What follows belongs to an exercise in optimizing a design on an open flow for small area, a short achievable clock period and few clock cycles per item; a production flow would make more cautious choices.
Power is estimated from default activity; no workload was simulated.

==> module unpipelined_divider, before the edit <==
module unpipelined_divider #
(
    parameter N = 32
)
(
    input wire [N-1:0] dividend,
    input wire [N-1:0] divisor,
    input wire start,
    input wire rst,
    input wire clk,
    output wire [N-1:0] quotient,
    output wire [N-1:0] remainder,
    output reg done
);
    reg [N-1:0] rem_reg;    
    reg [N-1:0] dq_reg;     
    reg [4:0]   cnt;        
    reg         busy;
    wire [3:0] d_any, x_any;
    genvar k;
    generate
        for (k = 0; k < 4; k = k + 1) begin : byte_or
            or8 od (.a(divisor[8*k +: 8]), .y(d_any[k]));
            or8 ox (.a(dividend[8*k +: 8]), .y(x_any[k]));
        end
    endgenerate
    wire sk3, sk2, sk1;
    skip_dec sd (.d_any(d_any), .x_any(x_any), .sk3(sk3), .sk2(sk2), .sk1(sk1));
    wire [1:0] sh = {sk2, sk3 | (sk1 & ~sk2)};
    wire [2*N-1:0] load = {{N{1'b0}}, dividend} << {sh, 3'b000};
    wire [N:0] t = {rem_reg, dq_reg[N-1]};
    wire [N-1:0] diff;
    wire ge;
    div_step step (.a(t[N-1:0]), .b(divisor), .top(t[N]), .diff(diff), .ge(ge));
    wire [N-1:0] rem_a, rem_b, rem_next;
    generate
        for (k = 0; k < N; k = k + 1) begin : rnext
            mux2 ma (.s(start), .a(diff[k]), .b(load[N+k]), .y(rem_a[k]));
            mux2 mb (.s(start), .a(t[k]), .b(load[N+k]), .y(rem_b[k]));
            mux2 mg (.s(ge), .a(rem_b[k]), .b(rem_a[k]), .y(rem_next[k]));
        end
    endgenerate
    always @(posedge clk) begin
        rem_reg <= rem_next;
        dq_reg  <= start ? load[N-1:0] : {dq_reg[N-2:0], ge};
    end
    always @(posedge clk or posedge rst) begin
        if (rst) begin
            busy <= 1'b0;
            done <= 1'b0;
            cnt  <= 5'd0;
        end else begin
            done <= busy && (cnt == 5'd31);
            if (start) begin
                busy <= 1'b1;
                cnt  <= {sh, 3'b000};
            end else if (busy) begin
                cnt <= cnt + 5'd1;
                if (cnt == 5'd31) busy <= 1'b0;
            end
        end
    end
    assign quotient  = dq_reg;
    assign remainder = rem_reg;
endmodule
clock: 4.0 ns
lec_check: 0
cap_margin: 20
core_margin: 2
core_utilization: 55
cts_buf_list: sky130_fd_sc_hd__clkbuf_4 sky130_fd_sc_hd__clkbuf_8
setup_slack_margin: 1.0
slew_margin: 20
synth_hierarchical: 1
synth_minimum_keep_size: 0
standard.sh (not shown) runs the stock make flow with config.mk's settings and CLKGATE_MAP_FILE= SYNTH_SCRIPT=/design/flow/synth_recipe.tcl, a recipe that flattens the netlist after the stock synthesis.
==> flow/flow/run.sh <==
#!/bin/bash
# The standard layout (standard.sh) with two changes:
#  - the final ABC mapping of the standard synthesis uses flow/abc_map.script
#    (ORFS's speed script without its blanket upsizing);
#  - the port buffers are the library's smallest plain buffer (buffer_ports
#    otherwise picks a delay cell).
set -euo pipefail
here=$(pwd)
export FLOW_SYNTH_TCL=$here/synth_recipe.tcl
export MY_ABC_SCRIPT=$here/flow/abc_map.script
export BUFFER_PORTS_ARGS="-buffer_cell sky130_fd_sc_hd__buf_1"
sed "s#SYNTH_SCRIPT=[^ ]*#SYNTH_SCRIPT=$here/flow/my_synth.tcl#" standard.sh > my_standard.sh
grep -q "SYNTH_SCRIPT=$here/flow/my_synth.tcl" my_standard.sh
bash my_standard.sh > standard.log 2>&1
==> flow/flow/abc_map.script <==
&get -n
&st
&dch
&nf
&st
&syn2
&if -g -K 6
&synch2
&nf
&st
&syn2
&if -g -K 6
&synch2
&nf
&st
&syn2
&if -g -K 6
&synch2
&nf
&st
&syn2
&if -g -K 6
&synch2
&nf
&st
&syn2
&if -g -K 6
&synch2
&nf
&put
buffer -c
topo
stime -c

dnsize -c
==> flow/flow/my_synth.tcl <==
# The standard flow's synthesis (synth_recipe.tcl, unchanged), except that the final ABC
# technology mapping runs flow/abc_map.script instead of ORFS's speed script
proc abc {args} {
  set i [lsearch -exact $args -script]
  if {$i >= 0} {
    lset args [expr {$i + 1}] $::env(MY_ABC_SCRIPT)
  }
  yosys abc {*}$args
}
source $::env(FLOW_SYNTH_TCL)
==> next run, changes <==
--- a/flow/design.v
+++ b/flow/design.v
@@ -32,12 +32,13 @@
     wire [N-1:0] diff;
     wire ge;
     div_step step (.a(t[N-1:0]), .b(divisor), .top(t[N]), .diff(diff), .ge(ge));
-    wire [N-1:0] rem_a, rem_b, rem_next;
+    wire take;
+    and2b tk (.a(ge), .b_n(start), .y(take));
+    wire [N-1:0] rem_hold = start ? load[2*N-1:N] : t[N-1:0];
+    wire [N-1:0] rem_next;
     generate
         for (k = 0; k < N; k = k + 1) begin : rnext
-            mux2 ma (.s(start), .a(diff[k]), .b(load[N+k]), .y(rem_a[k]));
-            mux2 mb (.s(start), .a(t[k]), .b(load[N+k]), .y(rem_b[k]));
-            mux2 mg (.s(ge), .a(rem_b[k]), .b(rem_a[k]), .y(rem_next[k]));
+            mux2 mg (.s(take), .a(rem_hold[k]), .b(diff[k]), .y(rem_next[k]));
         end
     endgenerate
     always @(posedge clk) begin
@@ -360,6 +361,9 @@
     sk_sum s30 (.p(p0_30), .c(g5_29), .s(diff[30]));
     sk_sum s31 (.p(p0_31), .c(g5_30), .s(diff[31]));
 endmodule
+module and2b (input wire a, input wire b_n, output wire y);
+    assign y = a & ~b_n;
+endmodule
 module mux2 (input wire s, input wire a, input wire b, output wire y);
     assign y = s ? b : a;
 endmodule
=>
- The changed run completed without violations
- non-clock buffer count goes down by 8
- core utilization stays flat
- routed wire length goes down by 4.7%
- total power came out lower by 23%
- clock-buffer cell count does not change
- hold slack hardly moves
- cell area went down by 9.9%
No functional check of the RTL was part of any run of this note.

---

before:
Another version of the RTL of unpipelined_divider (not shown whole).
Size: about 560 cells after synthesis, about 130 I/O pins.
==> module unpipelined_divider, before the edit <==
module unpipelined_divider #
(
    parameter N = 32
)
(
    input wire [N-1:0] dividend,
    input wire [N-1:0] divisor,
    input wire start,
    input wire rst,
    input wire clk,
    output wire [N-1:0] quotient,
    output wire [N-1:0] remainder,
    output reg done
);
    reg [N-1:0] rem_reg;    
    reg [N-1:0] quot_reg;   
    reg         x_reg;      
    reg [4:0]   cnt;        
    reg         busy;
    wire [7:0] d_any, x_any;
    genvar k;
    generate
        for (k = 0; k < 8; k = k + 1) begin : nib_or
            or4 od (.a(divisor[4*k +: 4]), .y(d_any[k]));
            or4 ox (.a(dividend[4*k +: 4]), .y(x_any[k]));
        end
    endgenerate
    wire l24, l16, l12, l8, l4;
    skip_dec sd (.d_any(d_any), .x_any(x_any), .start(start),
                 .l24(l24), .l16(l16), .l12(l12), .l8(l8), .l4(l4));
    wire [N-1:0] rem_load = ({N{l24}} & {8'd0, dividend[N-1:8]}) |
                            ({N{l16}} & {16'd0, dividend[N-1:16]}) |
                            ({N{l12}} & {20'd0, dividend[N-1:20]}) |
                            ({N{l8}} & {24'd0, dividend[N-1:24]}) |
                            ({N{l4}} & {28'd0, dividend[N-1:28]});
    wire [4:0] cnt_load = {l24 | l16, l24 | l12 | l8, l12 | l4, 2'b00};
    wire x_first = l24 ? dividend[7] : l16 ? dividend[15] : l12 ? dividend[19] :
                   l8 ? dividend[23] : l4 ? dividend[27] : dividend[31];
    wire [N-1:0] x_by_cnt;
    generate
        for (k = 0; k < N - 1; k = k + 1) begin : xb
            assign x_by_cnt[k] = dividend[N-2-k];
        end
    endgenerate
    assign x_by_cnt[N-1] = 1'b0;
    wire [N:0] t = {rem_reg, x_reg};
    wire [N-1:0] diff;
    wire ge, ge_n;
    div_step step (.a(t[N-1:0]), .b(divisor), .top(t[N]), .diff(diff), .ge(ge),
                   .ge_n(ge_n));
    wire take;
    nor2 tk (.a(ge_n), .b(start), .y(take));
    wire [N-1:0] rem_hold = rem_load | ({N{~start}} & t[N-1:0]);
    wire [N-1:0] rem_next;
    generate
        for (k = 0; k < N; k = k + 1) begin : rnext
            mux2 mg (.s(take), .a(rem_hold[k]), .b(diff[k]), .y(rem_next[k]));
        end
    endgenerate
    always @(posedge clk) begin
        rem_reg <= rem_next;
        quot_reg <= start ? {N{1'b0}} : {quot_reg[N-2:0], ge};
        x_reg    <= start ? x_first : x_by_cnt[cnt];
    end
    always @(posedge clk) begin
        if (start) cnt <= cnt_load;
        else       cnt <= cnt + 5'd1;
    end
    always @(posedge clk or posedge rst) begin
        if (rst) begin
            busy <= 1'b0;
            done <= 1'b0;
        end else begin
            done <= busy && (cnt == 5'd31);
            if (start)
                busy <= 1'b1;
            else if (cnt == 5'd31)
                busy <= 1'b0;
        end
    end
    assign quotient  = quot_reg;
    assign remainder = rem_reg;
endmodule
==> module or4, before the edit <==
module or4 (input wire [3:0] a, output wire y);
    assign y = |a;
endmodule
==> module skip_dec, before the edit <==
module skip_dec (input wire [7:0] d_any, input wire [7:0] x_any, input wire start,
                 output wire l24, output wire l16, output wire l12,
                 output wire l8, output wire l4);
    wire d_nz = |d_any;
    wire c24 = (|d_any[7:6]) | (d_nz & ~(|x_any[7:2]));
    wire c16 = (|d_any[7:4]) | (d_nz & ~(|x_any[7:4]));
    wire c12 = (|d_any[7:3]) | (d_nz & ~(|x_any[7:5]));
    wire c8  = (|d_any[7:2]) | (d_nz & ~(|x_any[7:6]));
    wire c4  = (|d_any[7:1]) | (d_nz & ~x_any[7]);
    assign l24 = start & c24;
    assign l16 = start & c16 & ~c24;
    assign l12 = start & c12 & ~c16;
    assign l8  = start & c8 & ~c12;
    assign l4  = start & c4 & ~c8;
endmodule
clock: 4.0 ns
lec_check: 0
cap_margin: 20
core_margin: 2
core_utilization: 55
cts_buf_list: sky130_fd_sc_hd__clkbuf_4 sky130_fd_sc_hd__clkbuf_8
setup_slack_margin: 1.0
slew_margin: 20
synth_hierarchical: 1
synth_minimum_keep_size: 0
Scripts as last shown in full above: flow/flow/run.sh, flow/flow/abc_map.script, flow/flow/my_synth.tcl
For after, these inputs were changed with respect to before:
==> flow/design.v, changed modules only <==
module unpipelined_divider #
(
    parameter N = 32
)
(
    input wire [N-1:0] dividend,
    input wire [N-1:0] divisor,
    input wire start,
    input wire rst,
    input wire clk,
    output wire [N-1:0] quotient,
    output wire [N-1:0] remainder,
    output reg done
);
    reg [N-1:0] rem_reg;    
    reg [N-1:0] quot_reg;   
    reg         x_reg;      
    reg [4:0]   cnt;        
    reg         busy;
    wire [3:0] d_byte, x_byte;
    wire d_n1, d_n3, x_n7, x_n5;
    genvar k;
    generate
        for (k = 0; k < 4; k = k + 1) begin : byte_or
            or8 od (.a(divisor[8*k +: 8]), .y(d_byte[k]));
            or8 ox (.a(dividend[8*k +: 8]), .y(x_byte[k]));
        end
    endgenerate
    or4 on1 (.a(divisor[7:4]), .y(d_n1));
    or4 on3 (.a(divisor[15:12]), .y(d_n3));
    or4 on7 (.a(dividend[31:28]), .y(x_n7));
    or4 on5 (.a(dividend[23:20]), .y(x_n5));
    wire l24, l16, l12, l8, l4;
    skip_dec sd (.d_byte(d_byte), .x_byte(x_byte), .d_n1(d_n1), .d_n3(d_n3),
                 .x_n7(x_n7), .x_n5(x_n5), .start(start),
                 .l24(l24), .l16(l16), .l12(l12), .l8(l8), .l4(l4));
    wire [N-1:0] rem_load = ({N{l24}} & {8'd0, dividend[N-1:8]}) |
                            ({N{l16}} & {16'd0, dividend[N-1:16]}) |
                            ({N{l12}} & {20'd0, dividend[N-1:20]}) |
                            ({N{l8}} & {24'd0, dividend[N-1:24]}) |
                            ({N{l4}} & {28'd0, dividend[N-1:28]});
    wire [4:0] cnt_load = {l24 | l16, l24 | l12 | l8, l12 | l4, 2'b00};
    wire x_first = l24 ? dividend[7] : l16 ? dividend[15] : l12 ? dividend[19] :
                   l8 ? dividend[23] : l4 ? dividend[27] : dividend[31];
    wire [N-1:0] x_by_cnt;
    generate
        for (k = 0; k < N - 1; k = k + 1) begin : xb
            assign x_by_cnt[k] = dividend[N-2-k];
        end
    endgenerate
    assign x_by_cnt[N-1] = 1'b0;
    wire [N:0] t = {rem_reg, x_reg};
    wire [N-1:0] diff;
    wire ge, ge_n;
    div_step step (.a(t[N-1:0]), .b(divisor), .top(t[N]), .diff(diff), .ge(ge),
                   .ge_n(ge_n));
    wire take;
    nor2 tk (.a(ge_n), .b(start), .y(take));
    wire [N-1:0] rem_hold = rem_load | ({N{~start}} & t[N-1:0]);
    wire [N-1:0] rem_next;
    generate
        for (k = 0; k < N; k = k + 1) begin : rnext
            mux2 mg (.s(take), .a(rem_hold[k]), .b(diff[k]), .y(rem_next[k]));
        end
    endgenerate
    always @(posedge clk) begin
        rem_reg <= rem_next;
        quot_reg <= start ? {N{1'b0}} : {quot_reg[N-2:0], ge};
        x_reg    <= start ? x_first : x_by_cnt[cnt];
    end
    always @(posedge clk) begin
        if (start) cnt <= cnt_load;
        else       cnt <= cnt + 5'd1;
    end
    always @(posedge clk or posedge rst) begin
        if (rst) begin
            busy <= 1'b0;
            done <= 1'b0;
        end else begin
            done <= busy && (cnt == 5'd31);
            if (start)
                busy <= 1'b1;
            else if (cnt == 5'd31)
                busy <= 1'b0;
        end
    end
    assign quotient  = quot_reg;
    assign remainder = rem_reg;
endmodule
module or4 (input wire [3:0] a, output wire y);
    wire lo_n, hi_n;
    nor2 n0 (.a(a[0]), .b(a[1]), .y(lo_n));
    nor2 n1 (.a(a[2]), .b(a[3]), .y(hi_n));
    nand2 n2 (.a(lo_n), .b(hi_n), .y(y));
endmodule
module nand2 (input wire a, input wire b, output wire y);
    assign y = ~(a & b);
endmodule
module or8 (input wire [7:0] a, output wire y);
    assign y = |a;
endmodule
module skip_dec (input wire [3:0] d_byte, input wire [3:0] x_byte,
                 input wire d_n1, input wire d_n3, input wire x_n7, input wire x_n5,
                 input wire start,
                 output wire l24, output wire l16, output wire l12,
                 output wire l8, output wire l4);
    wire d_nz = |d_byte;
    wire c24 = d_byte[3] | (d_nz & ~(|x_byte[3:1]));
    wire c16 = (|d_byte[3:2]) | (d_nz & ~(|x_byte[3:2]));
    wire c12 = (|d_byte[3:2]) | d_n3 | (d_nz & ~(x_byte[3] | x_n5));
    wire c8  = (|d_byte[3:1]) | (d_nz & ~x_byte[3]);
    wire c4  = (|d_byte[3:1]) | d_n1 | (d_nz & ~x_n7);
    assign l24 = start & c24;
    assign l16 = start & c16 & ~c24;
    assign l12 = start & c12 & ~c16;
    assign l8  = start & c8 & ~c12;
    assign l4  = start & c4 & ~c8;
endmodule
[summary]
after finished every stage and its layout cleared the timing, design-rule and antenna checks. Fmax came out higher on after than on before. Compared with before, in after final design utilization moved up; critical path depth higher; relative contribution of combinational cells to total power went down 0.3 points. [after] final worst-path setup slack rose 0.13 ns relative to before.
Function was not checked in any run of this note: the RTL went through the layout flow alone.

what the ideal ports hide:
How much do the figures lean on ideal ports? The routed layouts below were timed once more, with nothing changed but the port constraints.
Step 1 assumes that a clkbuf_16 drives the clock port and a buf_2 every other input.
Step 2 times the ports against the registers' clock, not the clock port: input delays grow and output delays shrink by t, the midpoint of the rising clock arrivals with the driver on.
Slacks: ideal ports / drivers / drivers and shift; pairs: ideal ports / drivers.
| run | shift t [ns] | setup WS [ns] | worst setup path at the end | worst data-port slew with drivers (ns) |
|---|---|---|---|---|
| the first run of note 1 | 0.383 | 1.049 / 1.062 / 0.679 | input to register | 0.06 |
| the second run of note 1 | 0.387 | 1.168 / 1.181 / 0.795 | input to register | 0.04 |
| before | 0.383 | 1.004 / 1.012 / 0.629 | input to register | 0.04 |
| after | 0.388 | 1.134 / 1.145 / 0.757 | input to register | 0.04 |
After both steps setup and hold are still met in every run listed. For after, which loses most, drivers alone change the setup slack by +0.011 ns; drivers and shift together by -0.377 ns.
